What follows belongs to an exercise in optimizing a design on an open flow for small area, a short achievable clock period and few clock cycles; a production flow would make more cautious choices.
The RTL was checked by simulation tests, not by an equivalence proof against the original design.

== delta ==
==> module DivDebug, before the edit <==
module DivDebug(
  input         clock,
                reset,
                io_v,
  input  [31:0] io_a,
                io_b,
  input  [1:0]  io_op,
  output [31:0] io_res,
  output        io_res_valid
);
  localparam [2:0] S_IDLE = 3'd0, S_BIAS = 3'd1, S_ALIGN = 3'd2, S_DIV = 3'd3,
                   S_FIX = 3'd4, S_DONE = 3'd5;
  reg [2:0]  state;
  reg [32:0] R;       
  reg [32:0] Dx;      
  reg [31:0] Q;       
  reg [4:0]  cnt;
  reg        cin;     
  reg        valid;
  wire signd = ~io_op[0];
  wire in_sa = signd & io_a[31];
  wire in_sb = signd & io_b[31];
  wire in_bz = ~|io_b;
  wire in_fix = io_op[1] ? in_sa : (in_sa ^ in_sb);
  wire sa  = in_sa;                
  wire rq  = io_op[1];             
  wire fix = in_fix;               
  wire nq  = in_fix & ~io_op[1];   
  wire [32:0] Dld = {in_sb, io_b} ^ {33{in_sb ^ (state == S_IDLE)}};
  wire [33:0] T1 = {R, 1'b1} + {Dx, cin};
  wire [32:0] T = T1[33:1];
  wire        acc = T[32] ~^ sa;
  wire        grow = acc & (Dx[32] ~^ Dx[31]) & (~(Dx[32] ^ cin) | (Dx[30] ^ cin));
  wire [7:0]  nzR, nzD;
  wire [7:0]  zDup;     
  genvar n;
  generate
    for (n = 0; n < 8; n = n + 1) begin : nib
      assign nzR[n] = R[32]  ? ~&R[4*n+3:4*n]  : |R[4*n+3:4*n];
      assign nzD[n] = Dx[32] ? ~&Dx[4*n+3:4*n] : |Dx[4*n+3:4*n];
      assign zDup[n] = ~|nzD[7:n];
    end
  endgenerate
  wire        big = |(nzR[7:1] & zDup[6:0]);
  wire        last = (state == S_DIV) ? (cnt == 5'd1) : (cnt == 5'd0);
  wire        step = (state == S_DIV) | ((state == S_ALIGN) & ~grow & ~big);
  wire [31:0] Qn = {Q[30:0], (acc & step) ^ nq};
  always @(posedge clock) begin
    if (reset) begin
      state <= S_IDLE;
      valid <= 1'b0;
    end else begin
      valid <= 1'b0;
      case (state)
        S_IDLE: if (io_v) begin
          state <= in_bz ? S_DONE : (in_sa ? S_BIAS : S_ALIGN);
          valid <= in_bz;
        end
        S_BIAS: state <= S_ALIGN;
        S_ALIGN, S_DIV: if (step & last) begin
          state <= fix ? S_FIX : S_DONE;
          valid <= ~fix;
        end else if (step) state <= S_DIV;
        S_FIX: begin state <= S_DONE; valid <= 1'b1; end
        default: state <= S_IDLE;
      endcase
    end
  end
  always @(posedge clock) begin
    Q <= Qn;
    case (state)
      S_IDLE: begin
        R   <= {in_sa & ~in_bz, io_a | {32{in_bz & ~io_op[1]}}};
        Dx  <= Dld | {33{in_sa}};
        Q   <= {32{in_fix & ~io_op[1]}};
        cnt <= 5'd0;
        cin <= ~in_sa & ~in_sb;
      end
      S_BIAS: begin
        R   <= T;
        Dx  <= Dld;
        cin <= in_sb;
      end
      S_ALIGN, S_DIV: begin
        if (!step) begin
          if (big) begin
            Dx  <= {Dx[28:0], {4{cin}}};
            cnt <= cnt + 5'd4;
          end else begin
            Dx  <= {Dx[31:0], cin};
            cnt <= cnt + 5'd1;
          end
        end else begin
          if (state == S_DIV) cnt <= cnt - 5'd1;
          if (last) begin
            if (rq) begin if (acc) R <= T; end
            else R <= {1'b0, Qn};
            Dx  <= 33'd0;
            cin <= 1'b1;
          end else begin
            if (acc) R <= T;
            Dx <= {Dx[32], Dx[32:1]};
          end
        end
      end
      S_FIX: begin
        R  <= T;
        Dx <= Dld;
      end
      default: Dx <= Dld;
    endcase
  end
  assign io_res = R[31:0];
  assign io_res_valid = valid;
endmodule
==> flow/config.mk <==
export PLATFORM = sky130hd
export DESIGN_NAME = DivDebug
export DESIGN_NICKNAME = DivDebug
export VERILOG_FILES = /design/flow/design.v
export SDC_FILE = /design/flow/constraint.sdc
export NUM_CORES = 4
export LEC_CHECK = 0
export ABC_AREA = 1
export CAP_MARGIN = 20
export CORE_MARGIN = 2
export CORE_UTILIZATION = 40
export SETUP_SLACK_MARGIN = 3.6
export SLEW_MARGIN = 20
export TNS_END_PERCENT = 5
==> flow/constraint.sdc <==
create_clock -name core_clock -period 6.0 [get_ports {clock}]
set_input_delay 1.2000 -clock core_clock [delete_from_list [all_inputs] [get_ports {clock}]]
set_output_delay 1.2000 -clock core_clock [all_outputs]
set_load 0.01 [all_outputs]
standard.sh (not shown) runs the stock make flow with config.mk's settings and CLKGATE_MAP_FILE= SYNTH_SCRIPT=/design/flow/synth_recipe.tcl, a recipe that flattens the netlist after the stock synthesis.
==> flow/flow/run.sh <==
#!/bin/bash
# The standard layout (the standard.sh, unchanged synthesis and steps), with
# plain sky130_fd_sc_hd__buf_1 cells as the port buffers instead of the default.
set -euo pipefail
export BUFFER_PORTS_ARGS="-buffer_cell sky130_fd_sc_hd__buf_1"
bash standard.sh > standard_sh.log 2>&1
Testbench counts of delta, summed over its fixed seeds: cycles 35,308.
For alpha, these inputs were changed with respect to delta:
==> flow/design.v <==
module DivDebug(
  input         clock,
                reset,
                io_v,
  input  [31:0] io_a,
                io_b,
  input  [1:0]  io_op,
  output [31:0] io_res,
  output        io_res_valid
);
  localparam [2:0] S_IDLE = 3'd0, S_BIAS = 3'd1, S_ALIGN = 3'd2, S_DIV = 3'd3,
                   S_FIX = 3'd4, S_DONE = 3'd5;
  reg [2:0]  state;
  reg [32:0] R;       
  reg [32:0] Dx;      
  reg [31:0] Q;       
  reg [4:0]  cnt;
  reg        cin;     
  reg        valid;
  wire signd = ~io_op[0];
  wire in_sa = signd & io_a[31];
  wire in_sb = signd & io_b[31];
  wire in_bz = ~|io_b;
  wire in_fix = io_op[1] ? in_sa : (in_sa ^ in_sb);
  wire sa  = in_sa;                
  wire rq  = io_op[1];             
  wire fix = in_fix & ~in_bz;      
  wire nq  = fix & ~io_op[1];      
  wire [32:0] Dld = {in_sb, io_b} ^ {33{in_sb ^ (state == S_IDLE)}};
  wire [33:0] T1 = {R, 1'b1} + {Dx, cin};
  wire [32:0] T = T1[33:1];
  wire        acc = T[32] ~^ sa;
  wire        grow = acc & (Dx[32] ~^ Dx[31]) & (~(Dx[32] ^ cin) | (Dx[30] ^ cin));
  wire [7:0]  nzR, nzD;
  wire [7:0]  zDup;     
  genvar n;
  generate
    for (n = 0; n < 8; n = n + 1) begin : nib
      assign nzR[n] = R[32]  ? ~&R[4*n+3:4*n]  : |R[4*n+3:4*n];
      assign nzD[n] = Dx[32] ? ~&Dx[4*n+3:4*n] : |Dx[4*n+3:4*n];
      assign zDup[n] = ~|nzD[7:n];
    end
  endgenerate
  wire        big = |(nzR[7:1] & zDup[6:0]);
  wire        last = (state == S_DIV) ? (cnt == 5'd1) : (cnt == 5'd0);
  wire        step = (state == S_DIV) | ((state == S_ALIGN) & ~grow & ~big);
  wire [31:0] Qn = {Q[30:0], (acc & step) ^ nq};
  always @(posedge clock) begin
    if (reset) begin
      state <= S_IDLE;
      valid <= 1'b0;
    end else begin
      valid <= 1'b0;
      case (state)
        S_IDLE: if (io_v) begin
          state <= in_bz ? S_DIV : (in_sa ? S_BIAS : S_ALIGN);
        end
        S_BIAS: state <= S_ALIGN;
        S_ALIGN, S_DIV: if (step & last) begin
          state <= fix ? S_FIX : S_DONE;
          valid <= ~fix;
        end else if (step) state <= S_DIV;
        S_FIX: begin state <= S_DONE; valid <= 1'b1; end
        default: state <= S_IDLE;
      endcase
    end
  end
  always @(posedge clock) begin
    Q <= Qn;
    case (state)
      S_IDLE: begin
        R   <= {in_sa, io_a};
        Dx  <= Dld | {33{in_sa}};
        Q   <= {32{nq | in_bz}};
        cnt <= {4'd0, in_bz};
        cin <= (~in_sa & ~in_sb) | in_bz;
      end
      S_BIAS: begin
        R   <= T;
        Dx  <= Dld;
        cin <= in_sb;
      end
      S_ALIGN, S_DIV: begin
        if (!step) begin
          if (big) begin
            Dx  <= {Dx[28:0], {4{cin}}};
            cnt <= cnt + 5'd4;
          end else begin
            Dx  <= {Dx[31:0], cin};
            cnt <= cnt + 5'd1;
          end
        end else begin
          if (state == S_DIV) cnt <= cnt - 5'd1;
          if (last) begin
            if (rq) begin if (acc) R <= T; end
            else R <= {1'b0, Qn};
            Dx  <= 33'd0;
            cin <= 1'b1;
          end else begin
            if (acc) R <= T;
            Dx <= {Dx[32], Dx[32:1]};
          end
        end
      end
      S_FIX: begin
        R  <= T;
        Dx <= Dld;
      end
      default: Dx <= Dld;
    endcase
  end
  assign io_res = R[31:0];
  assign io_res_valid = valid;
endmodule
## What came out
alpha reached the final stage; the timing, design-rule and antenna checks on its layout passed.
Higher final cell count without fillers among alpha and delta: delta
alpha ends up with a portion of the layout cell area used by clock cells that is 0.18 points lower than in delta.
Instance area after placement: alpha vs delta down 2.3%
Taking delta over alpha, the final-stage net count ratio works out to 1.05.
In the flow results for alpha and delta, the global-route met2 utilization is larger on delta.
Total of clock buffers placed in the layout, alpha and delta: larger value in alpha
Relative to delta, utilization increased by 0.45 points in alpha.
Going from delta to alpha, final design instance area without fill shrinks by about 0.4%.
Testbench counts of alpha, summed over its fixed seeds: cycles 35,497.

[what the ideal ports hide]
No port has a modelled driver above. Below, the same layouts with a new extraction and two added sets of constraints. Step 1, drivers: a clkbuf_16 drives clock and a buf_2 each remaining input, both assumed. Step 2, shift: input delay + t, output delay - t, t = (earliest + latest rising clock arrival at the registers) / 2. This alone moves slack from input paths to output paths. Slacks: ideal / step 1 / step 2; pairs: ideal / step 1.
run	t, ns	setup slack, ns	worst setup path after step 2	slew at the worst register clock pin (ns)	pins driven straight from the clock port
delta	0.403	3.142 / 3.142 / 2.808	input to register	0.08 / 0.08	1
alpha	0.407	3.185 / 3.185 / 2.940	input to register	0.08 / 0.08	1
After both steps setup and hold are still met in every run listed. For delta, which loses most, drivers alone change the setup slack by 0.000 ns; drivers and shift together by -0.334 ns.
